What follows belongs to an exercise in optimizing a design on an open flow for small area; a production flow would make more cautious choices. No functional check of the RTL was part of this run.

### design/flow/flow/run.sh
#!/bin/bash
# The standard ORFS flow (the standard.sh) with two arguments changed:
# the port buffers use the smallest buffer cell, and the clock tree is built
# from smaller clusters of smaller buffers, without dummy loads.
set -euo pipefail
bash standard.sh \
  'BUFFER_PORTS_ARGS=-buffer_cell sky130_fd_sc_hd__buf_1' \
  'CTS_ARGS=-sink_clustering_enable -repair_clock_nets -sink_clustering_size 16 -sink_clustering_max_diameter 80 -sink_buffer_max_cap_derate 1.0 -buf_list {sky130_fd_sc_hd__clkbuf_8} -dont_use_dummy_load' \
  finish > standard.log 2>&1
### design/flow/standard.sh
#!/bin/bash
# synth_recipe.tcl (not shown) runs the flow's synth.tcl, then flattens the netlist and writes it again
# the make line also repeats each setting of config.mk as NAME=value (left out here)
make -C /OpenROAD-flow-scripts/flow DESIGN_CONFIG=/design/flow/config.mk WORK_HOME=/design/flow/orfs CLKGATE_MAP_FILE= SYNTH_SCRIPT=/design/flow/synth_recipe.tcl "${@:-finish}"
### design/flow/config.mk
export PLATFORM = sky130hd
export DESIGN_NAME = fir_filter
export DESIGN_NICKNAME = fir_filter
export VERILOG_FILES = /design/flow/design.v
export SDC_FILE = /design/flow/constraint.sdc
export NUM_CORES = 4
export LEC_CHECK = 0
export CAP_MARGIN = 20
export CORE_MARGIN = 2
export CORE_UTILIZATION = 75
export GPL_TIMING_DRIVEN = 0
export SLEW_MARGIN = 20
export SYNTH_HIERARCHICAL = 1
export SYNTH_MINIMUM_KEEP_SIZE = 0
### design/flow/constraint.sdc
create_clock -name core_clock -period 8.0 [get_ports {CLK_Filter}]
set_input_delay 1.6000 -clock core_clock [delete_from_list [all_inputs] [get_ports {CLK_Filter}]]
set_output_delay 1.6000 -clock core_clock [all_outputs]
set_load 0.01 [all_outputs]
### design/flow/design.v
module fir_filter (
    input CLK_Filter,
    input rst_n,
    input wire [7:0] filter_in,
    output wire [19:0] filter_out
);
  reg [7:0] d0;
  reg [7:0] d1;
  reg [7:0] d2;
  reg [7:0] d3;
  reg [7:0] d4;
  reg [7:0] d5;
  reg [7:0] d6;
  reg [7:0] d7;
  reg [7:0] d8;
  reg [7:0] d9;
  reg [7:0] d10;
  reg [7:0] d11;
  reg [7:0] d12;
  reg [7:0] d13;
  reg [7:0] d14;
  reg [7:0] d15;
  reg [7:0] d16;
  reg [7:0] d17;
  reg [7:0] d18;
  reg [7:0] d19;
  reg [7:0] d20;
  reg [7:0] d21;
  reg [7:0] d22;
  reg [7:0] d23;
  reg [1:0] st;
  always @(posedge CLK_Filter or negedge rst_n) begin
    if (!rst_n) st <= 2'd0;
    else st <= {st[1] | st[0], st[1] | ~st[0]};
  end
  wire en = st[1] & st[0];
  wire [7:0] en8 = {8{en}};
  always @(posedge CLK_Filter) begin
    d0 <= filter_in;
    d1 <= d0;
    d2 <= d1;
    d3 <= ~(d2 & en8);
    d4 <= d3;
    d5 <= d4;
    d6 <= ~(d5 | ~en8);
    d7 <= d6;
    d8 <= d7;
    d9 <= ~(d8 & en8);
    d10 <= d9;
    d11 <= d10;
    d12 <= ~(d11 | ~en8);
    d13 <= d12;
    d14 <= ~(d13 & en8);
    d15 <= d14;
    d16 <= d15;
    d17 <= ~(d16 | ~en8);
    d18 <= d17;
    d19 <= d18;
    d20 <= ~(d19 & en8);
    d21 <= d20;
    d22 <= d21;
    d23 <= ~(d22 | ~en8);
  end
  wire s0, c1;
  fir_ha us0 (.a(d3[0]), .b(d22[0]), .s(s0), .co(c1));
  wire s2, c3;
  fir_fa us2 (.a(d3[1]), .b(d22[1]), .ci(c1), .s(s2), .co(c3));
  wire s4, c5;
  fir_fa us4 (.a(d3[2]), .b(d22[2]), .ci(c3), .s(s4), .co(c5));
  wire s6, c7;
  fir_fa us6 (.a(d3[3]), .b(d22[3]), .ci(c5), .s(s6), .co(c7));
  wire s8, c9;
  fir_fa us8 (.a(d3[4]), .b(d22[4]), .ci(c7), .s(s8), .co(c9));
  wire s10, c11;
  fir_fa us10 (.a(d3[5]), .b(d22[5]), .ci(c9), .s(s10), .co(c11));
  wire s12, c13;
  fir_fa us12 (.a(d3[6]), .b(d22[6]), .ci(c11), .s(s12), .co(c13));
  wire s14, c15;
  fir_fa us14 (.a(d3[7]), .b(d22[7]), .ci(c13), .s(s14), .co(c15));
  wire s16, c17;
  fir_ha us16 (.a(d5[0]), .b(d20[0]), .s(s16), .co(c17));
  wire s18, c19;
  fir_fa us18 (.a(d5[1]), .b(d20[1]), .ci(c17), .s(s18), .co(c19));
  wire s20, c21;
  fir_fa us20 (.a(d5[2]), .b(d20[2]), .ci(c19), .s(s20), .co(c21));
  wire s22, c23;
  fir_fa us22 (.a(d5[3]), .b(d20[3]), .ci(c21), .s(s22), .co(c23));
  wire s24, c25;
  fir_fa us24 (.a(d5[4]), .b(d20[4]), .ci(c23), .s(s24), .co(c25));
  wire s26, c27;
  fir_fa us26 (.a(d5[5]), .b(d20[5]), .ci(c25), .s(s26), .co(c27));
  wire s28, c29;
  fir_fa us28 (.a(d5[6]), .b(d20[6]), .ci(c27), .s(s28), .co(c29));
  wire s30, c31;
  fir_fa us30 (.a(d5[7]), .b(d20[7]), .ci(c29), .s(s30), .co(c31));
  wire s32, c33;
  fir_fa us32 (.a(d6[0]), .b(d19[0]), .ci(1'b1), .s(s32), .co(c33));
  wire s34, c35;
  fir_fa us34 (.a(d6[1]), .b(d19[1]), .ci(c33), .s(s34), .co(c35));
  wire s36, c37;
  fir_fa us36 (.a(d6[2]), .b(d19[2]), .ci(c35), .s(s36), .co(c37));
  wire s38, c39;
  fir_fa us38 (.a(d6[3]), .b(d19[3]), .ci(c37), .s(s38), .co(c39));
  wire s40, c41;
  fir_fa us40 (.a(d6[4]), .b(d19[4]), .ci(c39), .s(s40), .co(c41));
  wire s42, c43;
  fir_fa us42 (.a(d6[5]), .b(d19[5]), .ci(c41), .s(s42), .co(c43));
  wire s44, c45;
  fir_fa us44 (.a(d6[6]), .b(d19[6]), .ci(c43), .s(s44), .co(c45));
  wire s46, c47;
  fir_fa us46 (.a(d6[7]), .b(d19[7]), .ci(c45), .s(s46), .co(c47));
  wire s48, c49;
  fir_fa us48 (.a(d7[0]), .b(d18[0]), .ci(1'b1), .s(s48), .co(c49));
  wire s50, c51;
  fir_fa us50 (.a(d7[1]), .b(d18[1]), .ci(c49), .s(s50), .co(c51));
  wire s52, c53;
  fir_fa us52 (.a(d7[2]), .b(d18[2]), .ci(c51), .s(s52), .co(c53));
  wire s54, c55;
  fir_fa us54 (.a(d7[3]), .b(d18[3]), .ci(c53), .s(s54), .co(c55));
  wire s56, c57;
  fir_fa us56 (.a(d7[4]), .b(d18[4]), .ci(c55), .s(s56), .co(c57));
  wire s58, c59;
  fir_fa us58 (.a(d7[5]), .b(d18[5]), .ci(c57), .s(s58), .co(c59));
  wire s60, c61;
  fir_fa us60 (.a(d7[6]), .b(d18[6]), .ci(c59), .s(s60), .co(c61));
  wire s62, c63;
  fir_fa us62 (.a(d7[7]), .b(d18[7]), .ci(c61), .s(s62), .co(c63));
  wire s64, c65;
  fir_fa us64 (.a(d8[0]), .b(d17[0]), .ci(1'b1), .s(s64), .co(c65));
  wire s66, c67;
  fir_fa us66 (.a(d8[1]), .b(d17[1]), .ci(c65), .s(s66), .co(c67));
  wire s68, c69;
  fir_fa us68 (.a(d8[2]), .b(d17[2]), .ci(c67), .s(s68), .co(c69));
  wire s70, c71;
  fir_fa us70 (.a(d8[3]), .b(d17[3]), .ci(c69), .s(s70), .co(c71));
  wire s72, c73;
  fir_fa us72 (.a(d8[4]), .b(d17[4]), .ci(c71), .s(s72), .co(c73));
  wire s74, c75;
  fir_fa us74 (.a(d8[5]), .b(d17[5]), .ci(c73), .s(s74), .co(c75));
  wire s76, c77;
  fir_fa us76 (.a(d8[6]), .b(d17[6]), .ci(c75), .s(s76), .co(c77));
  wire s78, c79;
  fir_fa us78 (.a(d8[7]), .b(d17[7]), .ci(c77), .s(s78), .co(c79));
  wire s80, c81;
  fir_ha us80 (.a(d9[0]), .b(d16[0]), .s(s80), .co(c81));
  wire s82, c83;
  fir_fa us82 (.a(d9[1]), .b(d16[1]), .ci(c81), .s(s82), .co(c83));
  wire s84, c85;
  fir_fa us84 (.a(d9[2]), .b(d16[2]), .ci(c83), .s(s84), .co(c85));
  wire s86, c87;
  fir_fa us86 (.a(d9[3]), .b(d16[3]), .ci(c85), .s(s86), .co(c87));
  wire s88, c89;
  fir_fa us88 (.a(d9[4]), .b(d16[4]), .ci(c87), .s(s88), .co(c89));
  wire s90, c91;
  fir_fa us90 (.a(d9[5]), .b(d16[5]), .ci(c89), .s(s90), .co(c91));
  wire s92, c93;
  fir_fa us92 (.a(d9[6]), .b(d16[6]), .ci(c91), .s(s92), .co(c93));
  wire s94, c95;
  fir_fa us94 (.a(d9[7]), .b(d16[7]), .ci(c93), .s(s94), .co(c95));
  wire s96, c97;
  fir_ha us96 (.a(d10[0]), .b(d15[0]), .s(s96), .co(c97));
  wire s98, c99;
  fir_fa us98 (.a(d10[1]), .b(d15[1]), .ci(c97), .s(s98), .co(c99));
  wire s100, c101;
  fir_fa us100 (.a(d10[2]), .b(d15[2]), .ci(c99), .s(s100), .co(c101));
  wire s102, c103;
  fir_fa us102 (.a(d10[3]), .b(d15[3]), .ci(c101), .s(s102), .co(c103));
  wire s104, c105;
  fir_fa us104 (.a(d10[4]), .b(d15[4]), .ci(c103), .s(s104), .co(c105));
  wire s106, c107;
  fir_fa us106 (.a(d10[5]), .b(d15[5]), .ci(c105), .s(s106), .co(c107));
  wire s108, c109;
  fir_fa us108 (.a(d10[6]), .b(d15[6]), .ci(c107), .s(s108), .co(c109));
  wire s110, c111;
  fir_fa us110 (.a(d10[7]), .b(d15[7]), .ci(c109), .s(s110), .co(c111));
  wire s112, c113;
  fir_ha us112 (.a(d11[0]), .b(d14[0]), .s(s112), .co(c113));
  wire s114, c115;
  fir_fa us114 (.a(d11[1]), .b(d14[1]), .ci(c113), .s(s114), .co(c115));
  wire s116, c117;
  fir_fa us116 (.a(d11[2]), .b(d14[2]), .ci(c115), .s(s116), .co(c117));
  wire s118, c119;
  fir_fa us118 (.a(d11[3]), .b(d14[3]), .ci(c117), .s(s118), .co(c119));
  wire s120, c121;
  fir_fa us120 (.a(d11[4]), .b(d14[4]), .ci(c119), .s(s120), .co(c121));
  wire s122, c123;
  fir_fa us122 (.a(d11[5]), .b(d14[5]), .ci(c121), .s(s122), .co(c123));
  wire s124, c125;
  fir_fa us124 (.a(d11[6]), .b(d14[6]), .ci(c123), .s(s124), .co(c125));
  wire s126, c127;
  fir_fa us126 (.a(d11[7]), .b(d14[7]), .ci(c125), .s(s126), .co(c127));
  wire s128, c129;
  fir_fa us128 (.a(s0), .b(s112), .ci(s64), .s(s128), .co(c129));
  wire n130 = ~s128;
  wire s131, c132;
  fir_fa us131 (.a(s48), .b(s2), .ci(s114), .s(s131), .co(c132));
  wire s133, c134;
  fir_fa us133 (.a(s66), .b(c129), .ci(s131), .s(s133), .co(c134));
  wire n135 = ~s133;
  wire s136, c137;
  fir_fa us136 (.a(s0), .b(s50), .ci(s4), .s(s136), .co(c137));
  wire s138, c139;
  fir_fa us138 (.a(s116), .b(c132), .ci(s68), .s(s138), .co(c139));
  wire s140, c141;
  fir_fa us140 (.a(c134), .b(s136), .ci(s138), .s(s140), .co(c141));
  wire n142 = ~s140;
  wire s143, c144;
  fir_fa us143 (.a(d4[0]), .b(d21[0]), .ci(s2), .s(s143), .co(c144));
  wire s145, c146;
  fir_fa us145 (.a(s143), .b(s52), .ci(s6), .s(s145), .co(c146));
  wire s147, c148;
  fir_fa us147 (.a(s118), .b(c137), .ci(s70), .s(s147), .co(c148));
  wire s149, c150;
  fir_fa us149 (.a(c139), .b(s145), .ci(c141), .s(s149), .co(c150));
  wire n151 = ~s147;
  wire n152 = ~s149;
  wire s153, c154;
  fir_fa us153 (.a(d4[1]), .b(d21[1]), .ci(s16), .s(s153), .co(c154));
  wire s155, c156;
  fir_fa us155 (.a(s80), .b(s153), .ci(s4), .s(s155), .co(c156));
  wire s157, c158;
  fir_fa us157 (.a(c144), .b(s155), .ci(s54), .s(s157), .co(c158));
  wire s159, c160;
  fir_fa us159 (.a(s8), .b(s120), .ci(c146), .s(s159), .co(c160));
  wire s161, c162;
  fir_fa us161 (.a(s72), .b(c148), .ci(s157), .s(s161), .co(c162));
  wire s163, c164;
  fir_fa us163 (.a(s159), .b(c150), .ci(s161), .s(s163), .co(c164));
  wire n165 = ~s163;
  wire s166, c167;
  fir_fa us166 (.a(d4[2]), .b(d21[2]), .ci(s80), .s(s166), .co(c167));
  wire s168, c169;
  fir_fa us168 (.a(c154), .b(s18), .ci(s82), .s(s168), .co(c169));
  wire s170, c171;
  fir_fa us170 (.a(s166), .b(s168), .ci(s6), .s(s170), .co(c171));
  wire s172, c173;
  fir_fa us172 (.a(c156), .b(s170), .ci(s56), .s(s172), .co(c173));
  wire s174, c175;
  fir_fa us174 (.a(c158), .b(s10), .ci(s122), .s(s174), .co(c175));
  wire s176, c177;
  fir_fa us176 (.a(c160), .b(s74), .ci(c162), .s(s176), .co(c177));
  wire s178, c179;
  fir_fa us178 (.a(s172), .b(s174), .ci(c164), .s(s178), .co(c179));
  wire n180 = ~s176;
  wire n181 = ~s178;
  wire s182, c183;
  fir_fa us182 (.a(d4[3]), .b(d21[3]), .ci(s96), .s(s182), .co(c183));
  wire s184, c185;
  fir_fa us184 (.a(s112), .b(c167), .ci(s82), .s(s184), .co(c185));
  wire s186, c187;
  fir_fa us186 (.a(s182), .b(s20), .ci(s84), .s(s186), .co(c187));
  wire s188, c189;
  fir_fa us188 (.a(c169), .b(s184), .ci(s186), .s(s188), .co(c189));
  wire s190, c191;
  fir_fa us190 (.a(s8), .b(c171), .ci(s188), .s(s190), .co(c191));
  wire s192, c193;
  fir_fa us192 (.a(s58), .b(c173), .ci(s190), .s(s192), .co(c193));
  wire s194, c195;
  fir_fa us194 (.a(s12), .b(s124), .ci(c175), .s(s194), .co(c195));
  wire s196, c197;
  fir_fa us196 (.a(s76), .b(c177), .ci(s192), .s(s196), .co(c197));
  wire s198, c199;
  fir_fa us198 (.a(s194), .b(c179), .ci(s196), .s(s198), .co(c199));
  wire n200 = ~s198;
  wire s201, c202;
  fir_fa us201 (.a(d4[4]), .b(d21[4]), .ci(c183), .s(s201), .co(c202));
  wire s203, c204;
  fir_fa us203 (.a(s98), .b(s114), .ci(s84), .s(s203), .co(c204));
  wire s205, c206;
  fir_fa us205 (.a(c185), .b(s201), .ci(s22), .s(s205), .co(c206));
  wire s207, c208;
  fir_fa us207 (.a(s86), .b(c187), .ci(s203), .s(s207), .co(c208));
  wire s209, c210;
  fir_fa us209 (.a(c189), .b(s205), .ci(s207), .s(s209), .co(c210));
  wire s211, c212;
  fir_fa us211 (.a(s10), .b(c191), .ci(s209), .s(s211), .co(c212));
  wire s213, c214;
  fir_fa us213 (.a(s60), .b(c193), .ci(c195), .s(s213), .co(c214));
  wire s215, c216;
  fir_fa us215 (.a(s14), .b(s126), .ci(s211), .s(s215), .co(c216));
  wire s217, c218;
  fir_fa us217 (.a(s78), .b(c197), .ci(s213), .s(s217), .co(c218));
  wire s219, c220;
  fir_fa us219 (.a(s215), .b(c199), .ci(s217), .s(s219), .co(c220));
  wire n221 = ~s219;
  wire s222, c223;
  fir_fa us222 (.a(d4[5]), .b(d21[5]), .ci(c202), .s(s222), .co(c223));
  wire s224, c225;
  fir_fa us224 (.a(s100), .b(s116), .ci(s86), .s(s224), .co(c225));
  wire s226, c227;
  fir_fa us226 (.a(c204), .b(s222), .ci(s24), .s(s226), .co(c227));
  wire s228, c229;
  fir_fa us228 (.a(s88), .b(c206), .ci(c208), .s(s228), .co(c229));
  wire s230, c231;
  fir_fa us230 (.a(s224), .b(s226), .ci(c210), .s(s230), .co(c231));
  wire s232, c233;
  fir_fa us232 (.a(s228), .b(s12), .ci(c15), .s(s232), .co(c233));
  wire s234, c235;
  fir_fa us234 (.a(c127), .b(c212), .ci(s230), .s(s234), .co(c235));
  wire s236, c237;
  fir_fa us236 (.a(c79), .b(s62), .ci(c214), .s(s236), .co(c237));
  wire s238, c239;
  fir_fa us238 (.a(s232), .b(c216), .ci(s234), .s(s238), .co(c239));
  wire s240, c241;
  fir_fa us240 (.a(s236), .b(c218), .ci(s238), .s(s240), .co(c241));
  wire n242 = ~c220;
  wire n243 = ~s240;
  wire s244, c245;
  fir_fa us244 (.a(d4[6]), .b(d21[6]), .ci(c223), .s(s244), .co(c245));
  wire s246, c247;
  fir_fa us246 (.a(s102), .b(s118), .ci(s88), .s(s246), .co(c247));
  wire s248, c249;
  fir_fa us248 (.a(c225), .b(s244), .ci(s26), .s(s248), .co(c249));
  wire s250, c251;
  fir_fa us250 (.a(s90), .b(c227), .ci(c229), .s(s250), .co(c251));
  wire s252, c253;
  fir_fa us252 (.a(s246), .b(s248), .ci(c231), .s(s252), .co(c253));
  wire s254, c255;
  fir_fa us254 (.a(s250), .b(s14), .ci(c63), .s(s254), .co(c255));
  wire s256, c257;
  fir_fa us256 (.a(c233), .b(c235), .ci(s252), .s(s256), .co(c257));
  wire s258, c259;
  fir_fa us258 (.a(s254), .b(c237), .ci(s256), .s(s258), .co(c259));
  wire s260, c261;
  fir_fa us260 (.a(c239), .b(s258), .ci(c241), .s(s260), .co(c261));
  wire n262 = ~s260;
  wire s263, c264;
  fir_fa us263 (.a(d4[7]), .b(d21[7]), .ci(c245), .s(s263), .co(c264));
  wire s265, c266;
  fir_fa us265 (.a(s104), .b(s120), .ci(s90), .s(s265), .co(c266));
  wire s267, c268;
  fir_fa us267 (.a(c247), .b(s263), .ci(s28), .s(s267), .co(c268));
  wire s269, c270;
  fir_fa us269 (.a(s92), .b(c249), .ci(c251), .s(s269), .co(c270));
  wire s271, c272;
  fir_fa us271 (.a(s265), .b(c15), .ci(s267), .s(s271), .co(c272));
  wire s273, c274;
  fir_fa us273 (.a(c253), .b(s269), .ci(c255), .s(s273), .co(c274));
  wire s275, c276;
  fir_fa us275 (.a(s271), .b(c257), .ci(s273), .s(s275), .co(c276));
  wire s277, c278;
  fir_fa us277 (.a(c259), .b(s275), .ci(c261), .s(s277), .co(c278));
  wire n279 = ~s277;
  wire s280, c281;
  fir_fa us280 (.a(c264), .b(s106), .ci(s122), .s(s280), .co(c281));
  wire s282, c283;
  fir_fa us282 (.a(s92), .b(c266), .ci(s280), .s(s282), .co(c283));
  wire s284, c285;
  fir_fa us284 (.a(c268), .b(s30), .ci(s94), .s(s284), .co(c285));
  wire s286, c287;
  fir_fa us286 (.a(c270), .b(s282), .ci(c272), .s(s286), .co(c287));
  wire s288, c289;
  fir_fa us288 (.a(s284), .b(c274), .ci(s286), .s(s288), .co(c289));
  wire s290, c291;
  fir_fa us290 (.a(c276), .b(s288), .ci(c278), .s(s290), .co(c291));
  wire n292 = ~s290;
  wire s293, c294;
  fir_fa us293 (.a(s108), .b(s124), .ci(c281), .s(s293), .co(c294));
  wire s295, c296;
  fir_fa us295 (.a(c31), .b(c95), .ci(s94), .s(s295), .co(c296));
  wire s297, c298;
  fir_fa us297 (.a(c283), .b(s293), .ci(c285), .s(s297), .co(c298));
  wire s299, c300;
  fir_fa us299 (.a(s295), .b(c287), .ci(s297), .s(s299), .co(c300));
  wire s301, c302;
  fir_fa us301 (.a(c289), .b(s299), .ci(c291), .s(s301), .co(c302));
  wire n303 = ~s301;
  wire s304, c305;
  fir_fa us304 (.a(c95), .b(c294), .ci(s110), .s(s304), .co(c305));
  wire s306, c307;
  fir_fa us306 (.a(s126), .b(c296), .ci(s304), .s(s306), .co(c307));
  wire s308, c309;
  fir_fa us308 (.a(c298), .b(s306), .ci(c300), .s(s308), .co(c309));
  wire n310 = ~c302;
  wire n311 = ~s308;
  wire s312, c313;
  fir_fa us312 (.a(c111), .b(c127), .ci(c305), .s(s312), .co(c313));
  wire s314, c315;
  fir_fa us314 (.a(c307), .b(s312), .ci(c309), .s(s314), .co(c315));
  wire n316 = ~s314;
  wire n317 = ~c313;
  wire n318 = ~c315;
  wire s319, c320;
  fir_fa us319 (.a(d2[0]), .b(d23[0]), .ci(s82), .s(s319), .co(c320));
  wire s321, c322;
  fir_fa us321 (.a(s98), .b(n130), .ci(s319), .s(s321), .co(c322));
  wire s323, c324;
  fir_fa us323 (.a(d2[1]), .b(d23[1]), .ci(s16), .s(s323), .co(c324));
  wire s325, c326;
  fir_fa us325 (.a(s32), .b(s323), .ci(s84), .s(s325), .co(c326));
  wire s327, c328;
  fir_fa us327 (.a(s100), .b(c320), .ci(c322), .s(s327), .co(c328));
  wire s329, c330;
  fir_fa us329 (.a(s325), .b(n135), .ci(s327), .s(s329), .co(c330));
  wire s331, c332;
  fir_fa us331 (.a(d2[2]), .b(d23[2]), .ci(s112), .s(s331), .co(c332));
  wire s333, c334;
  fir_fa us333 (.a(s32), .b(c324), .ci(s18), .s(s333), .co(c334));
  wire s335, c336;
  fir_fa us335 (.a(s331), .b(s34), .ci(s333), .s(s335), .co(c336));
  wire s337, c338;
  fir_fa us337 (.a(s86), .b(s102), .ci(c326), .s(s337), .co(c338));
  wire s339, c340;
  fir_fa us339 (.a(s335), .b(c328), .ci(s337), .s(s339), .co(c340));
  wire s341, c342;
  fir_fa us341 (.a(n142), .b(c330), .ci(s339), .s(s341), .co(c342));
  wire s343, c344;
  fir_fa us343 (.a(d2[3]), .b(d23[3]), .ci(s96), .s(s343), .co(c344));
  wire s345, c346;
  fir_fa us345 (.a(s64), .b(c332), .ci(s114), .s(s345), .co(c346));
  wire s347, c348;
  fir_fa us347 (.a(s343), .b(s34), .ci(s20), .s(s347), .co(c348));
  wire s349, c350;
  fir_fa us349 (.a(c334), .b(s345), .ci(s36), .s(s349), .co(c350));
  wire s351, c352;
  fir_fa us351 (.a(c336), .b(s347), .ci(s349), .s(s351), .co(c352));
  wire s353, c354;
  fir_fa us353 (.a(s88), .b(s104), .ci(c338), .s(s353), .co(c354));
  wire s355, c356;
  fir_fa us355 (.a(n151), .b(s351), .ci(c340), .s(s355), .co(c356));
  wire s357, c358;
  fir_fa us357 (.a(s353), .b(n152), .ci(c342), .s(s357), .co(c358));
  wire s359, c360;
  fir_fa us359 (.a(d2[4]), .b(d23[4]), .ci(s32), .s(s359), .co(c360));
  wire s361, c362;
  fir_fa us361 (.a(c344), .b(s98), .ci(s66), .s(s361), .co(c362));
  wire s363, c364;
  fir_fa us363 (.a(s359), .b(s116), .ci(c346), .s(s363), .co(c364));
  wire s365, c366;
  fir_fa us365 (.a(s36), .b(s361), .ci(s22), .s(s365), .co(c366));
  wire s367, c368;
  fir_fa us367 (.a(c348), .b(s363), .ci(s38), .s(s367), .co(c368));
  wire s369, c370;
  fir_fa us369 (.a(c350), .b(s365), .ci(c352), .s(s369), .co(c370));
  wire s371, c372;
  fir_fa us371 (.a(s367), .b(s90), .ci(s106), .s(s371), .co(c372));
  wire s373, c374;
  fir_fa us373 (.a(c354), .b(s369), .ci(c356), .s(s373), .co(c374));
  wire s375, c376;
  fir_fa us375 (.a(s371), .b(n165), .ci(c358), .s(s375), .co(c376));
  wire s377, c378;
  fir_fa us377 (.a(d2[5]), .b(d23[5]), .ci(s48), .s(s377), .co(c378));
  wire s379, c380;
  fir_fa us379 (.a(s64), .b(s34), .ci(c360), .s(s379), .co(c380));
  wire s381, c382;
  fir_fa us381 (.a(s377), .b(s100), .ci(s68), .s(s381), .co(c382));
  wire s383, c384;
  fir_fa us383 (.a(c362), .b(s379), .ci(s118), .s(s383), .co(c384));
  wire s385, c386;
  fir_fa us385 (.a(c364), .b(s38), .ci(s381), .s(s385), .co(c386));
  wire s387, c388;
  fir_fa us387 (.a(s24), .b(c366), .ci(s383), .s(s387), .co(c388));
  wire s389, c390;
  fir_fa us389 (.a(s40), .b(c368), .ci(s385), .s(s389), .co(c390));
  wire s391, c392;
  fir_fa us391 (.a(s387), .b(c370), .ci(s92), .s(s391), .co(c392));
  wire s393, c394;
  fir_fa us393 (.a(s108), .b(c372), .ci(s389), .s(s393), .co(c394));
  wire s395, c396;
  fir_fa us395 (.a(n180), .b(c374), .ci(s391), .s(s395), .co(c396));
  wire s397, c398;
  fir_fa us397 (.a(s393), .b(n181), .ci(c376), .s(s397), .co(c398));
  wire s399, c400;
  fir_fa us399 (.a(d2[6]), .b(d23[6]), .ci(d12[0]), .s(s399), .co(c400));
  wire s401, c402;
  fir_fa us401 (.a(d13[0]), .b(s399), .ci(s50), .s(s401), .co(c402));
  wire s403, c404;
  fir_fa us403 (.a(s66), .b(c378), .ci(s36), .s(s403), .co(c404));
  wire s405, c406;
  fir_fa us405 (.a(c380), .b(s401), .ci(s102), .s(s405), .co(c406));
  wire s407, c408;
  fir_fa us407 (.a(s70), .b(c382), .ci(s403), .s(s407), .co(c408));
  wire s409, c410;
  fir_fa us409 (.a(s120), .b(c384), .ci(s405), .s(s409), .co(c410));
  wire s411, c412;
  fir_fa us411 (.a(s40), .b(c386), .ci(s26), .s(s411), .co(c412));
  wire s413, c414;
  fir_fa us413 (.a(s407), .b(c388), .ci(s42), .s(s413), .co(c414));
  wire s415, c416;
  fir_fa us415 (.a(s409), .b(c390), .ci(s411), .s(s415), .co(c416));
  wire s417, c418;
  fir_fa us417 (.a(s413), .b(c392), .ci(s94), .s(s417), .co(c418));
  wire s419, c420;
  fir_fa us419 (.a(s110), .b(c394), .ci(s415), .s(s419), .co(c420));
  wire s421, c422;
  fir_fa us421 (.a(c396), .b(s417), .ci(s419), .s(s421), .co(c422));
  wire s423, c424;
  fir_fa us423 (.a(c398), .b(n200), .ci(s421), .s(s423), .co(c424));
  wire s425, c426;
  fir_fa us425 (.a(d2[7]), .b(d23[7]), .ci(d12[1]), .s(s425), .co(c426));
  wire s427, c428;
  fir_fa us427 (.a(d13[1]), .b(c400), .ci(s425), .s(s427), .co(c428));
  wire s429, c430;
  fir_fa us429 (.a(s427), .b(s52), .ci(s68), .s(s429), .co(c430));
  wire s431, c432;
  fir_fa us431 (.a(c402), .b(s38), .ci(c404), .s(s431), .co(c432));
  wire s433, c434;
  fir_fa us433 (.a(s429), .b(s104), .ci(c406), .s(s433), .co(c434));
  wire s435, c436;
  fir_fa us435 (.a(s72), .b(c408), .ci(s431), .s(s435), .co(c436));
  wire s437, c438;
  fir_fa us437 (.a(s122), .b(c410), .ci(s433), .s(s437), .co(c438));
  wire s439, c440;
  fir_fa us439 (.a(s42), .b(s28), .ci(c412), .s(s439), .co(c440));
  wire s441, c442;
  fir_fa us441 (.a(s435), .b(s44), .ci(c414), .s(s441), .co(c442));
  wire s443, c444;
  fir_fa us443 (.a(s437), .b(c95), .ci(c111), .s(s443), .co(c444));
  wire s445, c446;
  fir_fa us445 (.a(c416), .b(s439), .ci(s441), .s(s445), .co(c446));
  wire s447, c448;
  fir_fa us447 (.a(c418), .b(s443), .ci(c420), .s(s447), .co(c448));
  wire s449, c450;
  fir_fa us449 (.a(s445), .b(c422), .ci(s447), .s(s449), .co(c450));
  wire s451, c452;
  fir_fa us451 (.a(n221), .b(c424), .ci(s449), .s(s451), .co(c452));
  wire s453, c454;
  fir_fa us453 (.a(d12[2]), .b(d13[2]), .ci(1'b1), .s(s453), .co(c454));
  wire s455, c456;
  fir_fa us455 (.a(c426), .b(s453), .ci(c428), .s(s455), .co(c456));
  wire s457, c458;
  fir_fa us457 (.a(s455), .b(s54), .ci(s70), .s(s457), .co(c458));
  wire s459, c460;
  fir_fa us459 (.a(c430), .b(s40), .ci(c432), .s(s459), .co(c460));
  wire s461, c462;
  fir_fa us461 (.a(s457), .b(s106), .ci(c434), .s(s461), .co(c462));
  wire s463, c464;
  fir_fa us463 (.a(s74), .b(c436), .ci(s459), .s(s463), .co(c464));
  wire s465, c466;
  fir_fa us465 (.a(s124), .b(c438), .ci(s461), .s(s465), .co(c466));
  wire s467, c468;
  fir_fa us467 (.a(s44), .b(c440), .ci(s30), .s(s467), .co(c468));
  wire s469, c470;
  fir_fa us469 (.a(s463), .b(s46), .ci(c442), .s(s469), .co(c470));
  wire s471, c472;
  fir_fa us471 (.a(c444), .b(s465), .ci(s467), .s(s471), .co(c472));
  wire s473, c474;
  fir_fa us473 (.a(c446), .b(s469), .ci(c448), .s(s473), .co(c474));
  wire s475, c476;
  fir_fa us475 (.a(s471), .b(n242), .ci(s473), .s(s475), .co(c476));
  wire s477, c478;
  fir_fa us477 (.a(c450), .b(n243), .ci(s475), .s(s477), .co(c478));
  wire s479, c480;
  fir_fa us479 (.a(d12[3]), .b(d13[3]), .ci(1'b1), .s(s479), .co(c480));
  wire s481, c482;
  fir_fa us481 (.a(c454), .b(s479), .ci(c456), .s(s481), .co(c482));
  wire s483, c484;
  fir_fa us483 (.a(s481), .b(s56), .ci(s72), .s(s483), .co(c484));
  wire s485, c486;
  fir_fa us485 (.a(c458), .b(s42), .ci(c460), .s(s485), .co(c486));
  wire s487, c488;
  fir_fa us487 (.a(s483), .b(s108), .ci(c462), .s(s487), .co(c488));
  wire s489, c490;
  fir_fa us489 (.a(s76), .b(c31), .ci(c464), .s(s489), .co(c490));
  wire s491, c492;
  fir_fa us491 (.a(s485), .b(s126), .ci(c47), .s(s491), .co(c492));
  wire s493, c494;
  fir_fa us493 (.a(c466), .b(s487), .ci(s46), .s(s493), .co(c494));
  wire s495, c496;
  fir_fa us495 (.a(c468), .b(s489), .ci(c470), .s(s495), .co(c496));
  wire s497, c498;
  fir_fa us497 (.a(s491), .b(s493), .ci(c472), .s(s497), .co(c498));
  wire s499, c500;
  fir_fa us499 (.a(s495), .b(c474), .ci(s497), .s(s499), .co(c500));
  wire s501, c502;
  fir_fa us501 (.a(c476), .b(s499), .ci(n262), .s(s501), .co(c502));
  wire s503, c504;
  fir_fa us503 (.a(d12[4]), .b(d13[4]), .ci(c480), .s(s503), .co(c504));
  wire s505, c506;
  fir_fa us505 (.a(s503), .b(c482), .ci(s58), .s(s505), .co(c506));
  wire s507, c508;
  fir_fa us507 (.a(s74), .b(c484), .ci(s44), .s(s507), .co(c508));
  wire s509, c510;
  fir_fa us509 (.a(c486), .b(c127), .ci(s505), .s(s509), .co(c510));
  wire s511, c512;
  fir_fa us511 (.a(c488), .b(s110), .ci(c47), .s(s511), .co(c512));
  wire s513, c514;
  fir_fa us513 (.a(s78), .b(c490), .ci(s507), .s(s513), .co(c514));
  wire s515, c516;
  fir_fa us515 (.a(c492), .b(s509), .ci(c494), .s(s515), .co(c516));
  wire s517, c518;
  fir_fa us517 (.a(s511), .b(s513), .ci(c496), .s(s517), .co(c518));
  wire s519, c520;
  fir_fa us519 (.a(s515), .b(c498), .ci(s517), .s(s519), .co(c520));
  wire s521, c522;
  fir_fa us521 (.a(c500), .b(s519), .ci(n279), .s(s521), .co(c522));
  wire s523, c524;
  fir_fa us523 (.a(d12[5]), .b(d13[5]), .ci(1'b1), .s(s523), .co(c524));
  wire s525, c526;
  fir_fa us525 (.a(s523), .b(c504), .ci(s60), .s(s525), .co(c526));
  wire s527, c528;
  fir_fa us527 (.a(s76), .b(c506), .ci(c111), .s(s527), .co(c528));
  wire s529, c530;
  fir_fa us529 (.a(c79), .b(s46), .ci(c508), .s(s529), .co(c530));
  wire s531, c532;
  fir_fa us531 (.a(c510), .b(s525), .ci(s527), .s(s531), .co(c532));
  wire s533, c534;
  fir_fa us533 (.a(c512), .b(c514), .ci(s529), .s(s533), .co(c534));
  wire s535, c536;
  fir_fa us535 (.a(s531), .b(c516), .ci(s533), .s(s535), .co(c536));
  wire s537, c538;
  fir_fa us537 (.a(c518), .b(s535), .ci(c520), .s(s537), .co(c538));
  wire s539, c540;
  fir_fa us539 (.a(s537), .b(c522), .ci(n292), .s(s539), .co(c540));
  wire s541, c542;
  fir_fa us541 (.a(d12[6]), .b(d13[6]), .ci(1'b1), .s(s541), .co(c542));
  wire s543, c544;
  fir_fa us543 (.a(c524), .b(s541), .ci(c47), .s(s543), .co(c544));
  wire s545, c546;
  fir_fa us545 (.a(s62), .b(s78), .ci(c526), .s(s545), .co(c546));
  wire s547, c548;
  fir_fa us547 (.a(c528), .b(c530), .ci(s543), .s(s547), .co(c548));
  wire s549, c550;
  fir_fa us549 (.a(s545), .b(c532), .ci(c534), .s(s549), .co(c550));
  wire s551, c552;
  fir_fa us551 (.a(s547), .b(c536), .ci(s549), .s(s551), .co(c552));
  wire s553, c554;
  fir_fa us553 (.a(s551), .b(c538), .ci(n303), .s(s553), .co(c554));
  wire s555, c556;
  fir_fa us555 (.a(d12[7]), .b(d13[7]), .ci(c542), .s(s555), .co(c556));
  wire s557, c558;
  fir_fa us557 (.a(s555), .b(c63), .ci(c79), .s(s557), .co(c558));
  wire s559, c560;
  fir_fa us559 (.a(c544), .b(c546), .ci(s557), .s(s559), .co(c560));
  wire s561, c562;
  fir_fa us561 (.a(c548), .b(s559), .ci(c550), .s(s561), .co(c562));
  wire s563, c564;
  fir_fa us563 (.a(n311), .b(s561), .ci(c552), .s(s563), .co(c564));
  wire s565, c566;
  fir_fa us565 (.a(s563), .b(n310), .ci(c554), .s(s565), .co(c566));
  wire s567, c568;
  fir_fa us567 (.a(c556), .b(c558), .ci(1'b1), .s(s567), .co(c568));
  wire s569, c570;
  fir_fa us569 (.a(s567), .b(c560), .ci(c562), .s(s569), .co(c570));
  wire s571, c572;
  fir_fa us571 (.a(n316), .b(c564), .ci(s569), .s(s571), .co(c572));
  wire s573, c574;
  fir_fa us573 (.a(c568), .b(n317), .ci(1'b1), .s(s573), .co(c574));
  wire s575, c576;
  fir_fa us575 (.a(s573), .b(n318), .ci(c570), .s(s575), .co(c576));
  wire s577, c578;
  fir_fa us577 (.a(c574), .b(c576), .ci(1'b1), .s(s577), .co(c578));
  wire s579, c580;
  fir_ha us579 (.a(s80), .b(s96), .s(s579), .co(c580));
  wire s581, c582;
  fir_ha us581 (.a(c580), .b(s321), .s(s581), .co(c582));
  wire s583, c584;
  fir_ha us583 (.a(c582), .b(s329), .s(s583), .co(c584));
  wire s585, c586;
  fir_ha us585 (.a(c584), .b(s341), .s(s585), .co(c586));
  wire s587, c588;
  fir_fa us587 (.a(s355), .b(c586), .ci(s357), .s(s587), .co(c588));
  wire s589, c590;
  fir_fa us589 (.a(s373), .b(c588), .ci(s375), .s(s589), .co(c590));
  wire s591, c592;
  fir_fa us591 (.a(s395), .b(s397), .ci(c590), .s(s591), .co(c592));
  wire s593, c594;
  fir_ha us593 (.a(c592), .b(s423), .s(s593), .co(c594));
  wire s595, c596;
  fir_ha us595 (.a(c452), .b(s477), .s(s595), .co(c596));
  wire s597, c598;
  fir_ha us597 (.a(c478), .b(s501), .s(s597), .co(c598));
  wire s599, c600;
  fir_ha us599 (.a(c502), .b(s521), .s(s599), .co(c600));
  wire s601, c602;
  fir_ha us601 (.a(c540), .b(s553), .s(s601), .co(c602));
  wire s603, c604;
  fir_ha us603 (.a(s571), .b(c566), .s(s603), .co(c604));
  wire s605, c606;
  fir_ha us605 (.a(s575), .b(c572), .s(s605), .co(c606));
  wire n607 = ~c578;
  wire a608 = s451 & c594;
  wire g609 = c598 | (s597 & c596);
  wire a610 = s597 & s595;
  wire a611 = s539 & c600;
  wire a612 = s539 & s599;
  wire a613 = s565 & c602;
  wire a614 = s565 & s601;
  wire g615 = c606 | (s605 & c604);
  wire a616 = s605 & s603;
  wire a617 = n607 & s577;
  wire g618 = c596 | (s595 & a608);
  wire g619 = g609 | (a610 & a608);
  wire g620 = c602 | (s601 & a611);
  wire a621 = s601 & a612;
  wire g622 = a613 | (a614 & a611);
  wire a623 = a614 & a612;
  wire a624 = s577 & g615;
  wire a625 = s577 & a616;
  wire g626 = c578 | (a617 & g615);
  wire a627 = a617 & a616;
  wire g628 = c600 | (s599 & g619);
  wire g629 = a611 | (a612 & g619);
  wire g630 = g620 | (a621 & g619);
  wire g631 = g622 | (a623 & g619);
  wire a632 = 1'b1 & g626;
  wire a633 = 1'b1 & a627;
  wire g634 = c604 | (s603 & g631);
  wire g635 = g615 | (a616 & g631);
  wire g636 = a624 | (a625 & g631);
  wire g637 = g626 | (a627 & g631);
  wire g638 = a632 | (a633 & g631);
  wire o639 = s451 ^ c594;
  wire o640 = s595 ^ a608;
  wire o641 = s597 ^ g618;
  wire o642 = s599 ^ g619;
  wire o643 = s539 ^ g628;
  wire o644 = s601 ^ g629;
  wire o645 = s565 ^ g630;
  wire o646 = s603 ^ g631;
  wire o647 = s605 ^ g634;
  wire o648 = s577 ^ g635;
  wire o649 = n607 ^ g636;
  wire o650 = 1'b1 ^ g637;
  wire [19:0] y = {o650, o649, o648, o647, o646, o645, o644, o643, o642, o641, o640, o639, s593, s591, s589, s587, s585, s583, s581, s579};
  reg en2;
  always @(posedge CLK_Filter or negedge rst_n) begin
    if (!rst_n) en2 <= 1'b0;
    else en2 <= en;
  end
  reg [19:0] q;
  always @(posedge CLK_Filter) q <= y;
  assign filter_out = q & {20{en2}};
endmodule
module fir_fa (input a, input b, input ci, output s, output co);
  assign s = a ^ b ^ ci;
  assign co = (a & b) | (a & ci) | (b & ci);
endmodule
module fir_ha (input a, input b, output s, output co);
  assign s = a ^ b;
  assign co = a & b;
endmodule
==> impl_metrics.prom <==
# TYPE chip_impl_metric gauge
chip_impl_metric{name="post_synthesis_mean_instance_area",unit="sq um"} 16.4
chip_impl_info{name="ys_top_cells_by_area",value="sky130_fd_sc_hd__fa_1 (51%), sky130_fd_sc_hd__dfxtp_1 (39%), sky130_fd_sc_hd__ha_1 (2.3%)"} 1
chip_impl_metric{name="report.final.slew_viol_count",unit=""} 0
chip_impl_metric{name="via_count",unit=""} 5322
chip_impl_metric{name="worst_pin_slew",unit="ps"} 755
chip_impl_metric{name="number_of_flip_flops_under_the_largest_register_name",unit=""} 20
chip_impl_info{name="crit_path_start_kind",value="flip-flop"} 1
chip_impl_info{name="tritoncts",value="done"} 1
chip_impl_metric{name="final_nets",unit=""} 1034
chip_impl_metric{name="final_period_minus_worst_setup_slack",unit="ps"} 8120
chip_impl_metric{name="synthDominantCellAreaShare",unit="%"} 51.3
chip_impl_metric{name="io-pin-count",unit=""} 30
chip_impl_metric{name="grt_max_degree",unit=""} 17
chip_impl_metric{name="worst_path_required",unit="ps"} 8400
chip_impl_metric{name="finalSetupViolCount",unit=""} 3
chip_impl_metric{name="insertedDiodeCount",unit=""} 0
chip_impl_info{name="yosys.area.top_type",value="sky130_fd_sc_hd__fa_1"} 1
chip_impl_metric{name="synth.cell_area",unit="sq um"} 10800
chip_impl_metric{name="synth_seq_area_share",unit="%"} 40.0
chip_impl_metric{name="first_global_vias",unit=""} 6404
chip_impl_metric{name="report.final.hold_viol_count",unit=""} 0
chip_impl_metric{name="biggest_fanout_along_the_worst_timing_path",unit=""} 3
chip_impl_metric{name="ctsHtreeMaxLevel",unit=""} 1
chip_impl_metric{name="grtUsageTotal",unit="%"} 35.2
chip_impl_metric{name="clock_tree.buffer_depth",unit=""} 3
chip_impl_metric{name="numCtsBuffers",unit=""} 17
chip_impl_metric{name="drcViolationCount",unit=""} 0
chip_impl_metric{name="effective_utilization_at_floorplan",unit="%"} 77.3
chip_impl_metric{name="postSynthRegisterBits",unit=""} 215
chip_impl_metric{name="place_worst_setup_slack",unit="ps"} -479
chip_impl_metric{name="place.port_buffers",unit=""} 29
chip_impl_metric{name="critical_path_arrival",unit="ps"} 8520
chip_impl_metric{name="synth-warning-count",unit=""} 7
chip_impl_metric{name="slew_limit_headroom",unit="%"} 49.7
chip_impl_metric{name="tns",unit="ps"} -223
chip_impl_info{name="grt_setup_unrepaired",value="true"} 1
chip_impl_metric{name="floorplan.die_area",unit="sq um"} 15400
chip_impl_metric{name="max_cap_violations",unit=""} 0
chip_impl_metric{name="wire_length_of_the_first_global_routing_pass",unit="um"} 36500
chip_impl_metric{name="tritoncts_num_sinks",unit=""} 215
chip_impl_info{name="top_register",value="q"} 1
chip_impl_metric{name="drt_iter0_markers",unit=""} 349
chip_impl_metric{name="design.core.area",unit="sq um"} 14000
chip_impl_metric{name="layout_setup_ws",unit="ps"} -125
chip_impl_info{name="worst_hold_path_type",value="reg -> reg"} 1
chip_impl_metric{name="share_of_post_route_cells_with_drive_strength_above_1",unit="%"} 12.7
chip_impl_metric{name="post-route-period-util",unit="%"} 102
chip_impl_metric{name="gp_congestion",unit=""} 0.893
chip_impl_metric{name="clock_latency",unit="ps"} 500
chip_impl_metric{name="final_core_utilization",unit="%"} 83.5
chip_impl_info{name="violations",value="setup timing"} 1
chip_impl_metric{name="instance_count_of_the_mapped_netlist",unit=""} 659
chip_impl_metric{name="yosysUniqueCellTypes",unit=""} 25
chip_impl_metric{name="num_rows",unit=""} 43
chip_impl_metric{name="chipWidth",unit="um"} 124
chip_impl_metric{name="achievable-frequency",unit="MHz"} 123
chip_impl_metric{name="global_route.overflow_total",unit=""} 0
chip_impl_metric{name="antenna_left",unit=""} 0
chip_impl_metric{name="chipHeight",unit="um"} 124
chip_impl_metric{name="skew",unit="ps"} 34.8
chip_impl_info{name="clock-root-buffer",value="sky130_fd_sc_hd__clkbuf_8"} 1
chip_impl_metric{name="layout-area-overhead-vs-synth",unit="%"} 8.12
chip_impl_metric{name="antenna_found_initial",unit=""} 0
chip_impl_info{name="ys_dominant_reg_cell",value="sky130_fd_sc_hd__dfxtp_1"} 1
chip_impl_metric{name="first_pass_iters",unit=""} 5
chip_impl_metric{name="wl_per_cell",unit="um"} 28.1
chip_impl_info{name="timing_worst_setup_path_type",value="reg -> reg"} 1
chip_impl_metric{name="place.detailed.hpwl",unit="um"} 19200
chip_impl_metric{name="route.detailed.vias_per_inst",unit=""} 5.88
chip_impl_info{name="worst_setup_path_end_kind",value="flip-flop"} 1
chip_impl_info{name="yosys.cell_count.top_type",value="sky130_fd_sc_hd__fa_1"} 1
chip_impl_metric{name="routed_wl",unit="um"} 25400
chip_impl_metric{name="path_clk_slew",unit="ps"} 90
chip_impl_info{name="status",value="failed layout checks"} 1
chip_impl_metric{name="synth_edf_count",unit=""} 0
chip_impl_metric{name="ys_async_sr_fraction",unit="%"} 1.40
chip_impl_info{name="synth_commonest_cells",value="sky130_fd_sc_hd__fa_1 (277), sky130_fd_sc_hd__dfxtp_1 (212), sky130_fd_sc_hd__nand2_1 (36)"} 1
modules after synthesis, one instance, submodules excluded:
module,cell area [sq um],cells inside,copies in the design
fir_fa,20.0,1,277
fir_filter,5060,366,1
fir_ha,12.5,1,16
final timing paths:
check                                  endpoint  slack [ps]  cells past startpoint      startpoint
worst max-delay path              q[17]$_DFF_P_        -120                     23  d11[0]$_DFF_P_
worst min-delay path              d1[5]$_DFF_P_         330                      0   d0[5]$_DFF_P_
worst max register to register    q[17]$_DFF_P_        -120                     23  d11[0]$_DFF_P_
worst min register to register    d1[5]$_DFF_P_         330                      0   d0[5]$_DFF_P_
max in group asynchronous       st[1]$_DFF_PN0_        6910                      1           rst_n
min in group asynchronous         en2$_DFF_PN0_         920                      1           rst_n
per-stage QoR:
step	instance area [sq um]	hold slack, ps	std cells
5_1_grt	11700	341	905
2_1_floorplan	10900	310	668
3_3_place_gp	11200	310	877
3_5_place_dp	11200	314	877
6_report	11700	333	905
4_1_cts	11600	335	900
layer usage:
metal,GRT usage (%),part of all wire [%],vias up,wire (um)
met5,0,0,-,0
met4,12.9,4.4,0,1120
met3,11.0,10,79,2560
met2,58.7,51,267,12800
met1,44.2,35,2849,8900
li1,-,-,2127,-
area by class of cell:
class                           instances  area, sq um
Buffer                                  8         33.8
Clock buffer                           17          234
Fill cell                             635         2300
Inverter                               22         82.6
Multi-Input combinational cell        423         6600
Sequential cell                       215         4320
Tap cell                              180          225
Timing Repair Buffer                   40          191
layout by cell type, fill, tap and decap left out, types with 2 or more instances in the layout:
cell,synthesis,layout
sky130_fd_sc_hd__fa_1,277,227
sky130_fd_sc_hd__dfxtp_1,212,210
sky130_fd_sc_hd__fa_2,0,50
sky130_fd_sc_hd__nand2_1,36,36
sky130_fd_sc_hd__nor2_1,35,35
sky130_fd_sc_hd__buf_1,0,29
sky130_fd_sc_hd__inv_1,22,22
sky130_fd_sc_hd__and2_1,20,20
sky130_fd_sc_hd__ha_1,20,17
sky130_fd_sc_hd__clkbuf_8,0,17
sky130_fd_sc_hd__buf_4,0,11
sky130_fd_sc_hd__conb_1,1,10
sky130_fd_sc_hd__clkbuf_1,5,5
sky130_fd_sc_hd__xnor2_1,4,4
sky130_fd_sc_hd__buf_2,3,3
sky130_fd_sc_hd__nand3_1,3,3
sky130_fd_sc_hd__a21oi_1,4,3
sky130_fd_sc_hd__xor2_1,3,3
sky130_fd_sc_hd__ha_4,0,3
sky130_fd_sc_hd__dfrtp_1,3,3
sky130_fd_sc_hd__o211ai_1,2,2
sky130_fd_sc_hd__dfxtp_2,0,2
cells by family after synthesis:
kind of cell / after synthesis / synth area share (%)
compound gates: 9 / 0.567
buf+inv: 30 / 1.08
flops: 215 / 40.0
xor+xnor: 7 / 0.567
other cells: 1 / 0.0347
simple gates: 100 / 4.17
fa+ha+maj: 297 / 53.6
worst max-delay path: stages, from the launching register on:
cell                       delay [ps]
sky130_fd_sc_hd__dfxtp_1          350
sky130_fd_sc_hd__ha_1             230
sky130_fd_sc_hd__fa_2             360
sky130_fd_sc_hd__fa_1             440
sky130_fd_sc_hd__fa_2             390
sky130_fd_sc_hd__fa_2             360
sky130_fd_sc_hd__fa_2             390
sky130_fd_sc_hd__fa_2             370
sky130_fd_sc_hd__fa_2             470
sky130_fd_sc_hd__fa_2             580
sky130_fd_sc_hd__fa_1             440
sky130_fd_sc_hd__fa_2             380
sky130_fd_sc_hd__fa_2             360
sky130_fd_sc_hd__fa_2             350
sky130_fd_sc_hd__fa_2             350
sky130_fd_sc_hd__fa_1             480
sky130_fd_sc_hd__inv_1             50
sky130_fd_sc_hd__fa_2             340
sky130_fd_sc_hd__fa_2             380
sky130_fd_sc_hd__ha_4             310
sky130_fd_sc_hd__nand4_4          100
sky130_fd_sc_hd__o211ai_1         210
sky130_fd_sc_hd__or2_1            180
sky130_fd_sc_hd__xor2_1           170
repair_timing:
item | in CTS | in global routing
cloned | 0 | 0
buffers inserted | 6 | 5
gates resized for setup | 44 | 12
pin swaps | 22 | 6
endpoints found under the setup margin | 5 | 5
hold buffers | 0 | 0

==> afterwards: timing with drivers on the ports <==
How much do the figures lean on ideal ports? The routed layout below was timed once more, with nothing changed but the port constraints. Step 1, drivers: a clkbuf_16 drives CLK_Filter and a buf_2 each remaining input, both assumed. Step 2 also shifts input and output timing later by t, the mid clock arrival at the registers, as if the neighbouring blocks saw the same clock. Slacks: no drivers / after step 1 / after step 2; pairs: no drivers / after step 1.
t, ns: 0.520
setup slack, ns: -0.125 / -0.125 / -0.125
worst setup path after step 2: register to register
For this run, drivers alone change the setup slack by 0.000 ns; drivers and shift together by 0.000 ns.
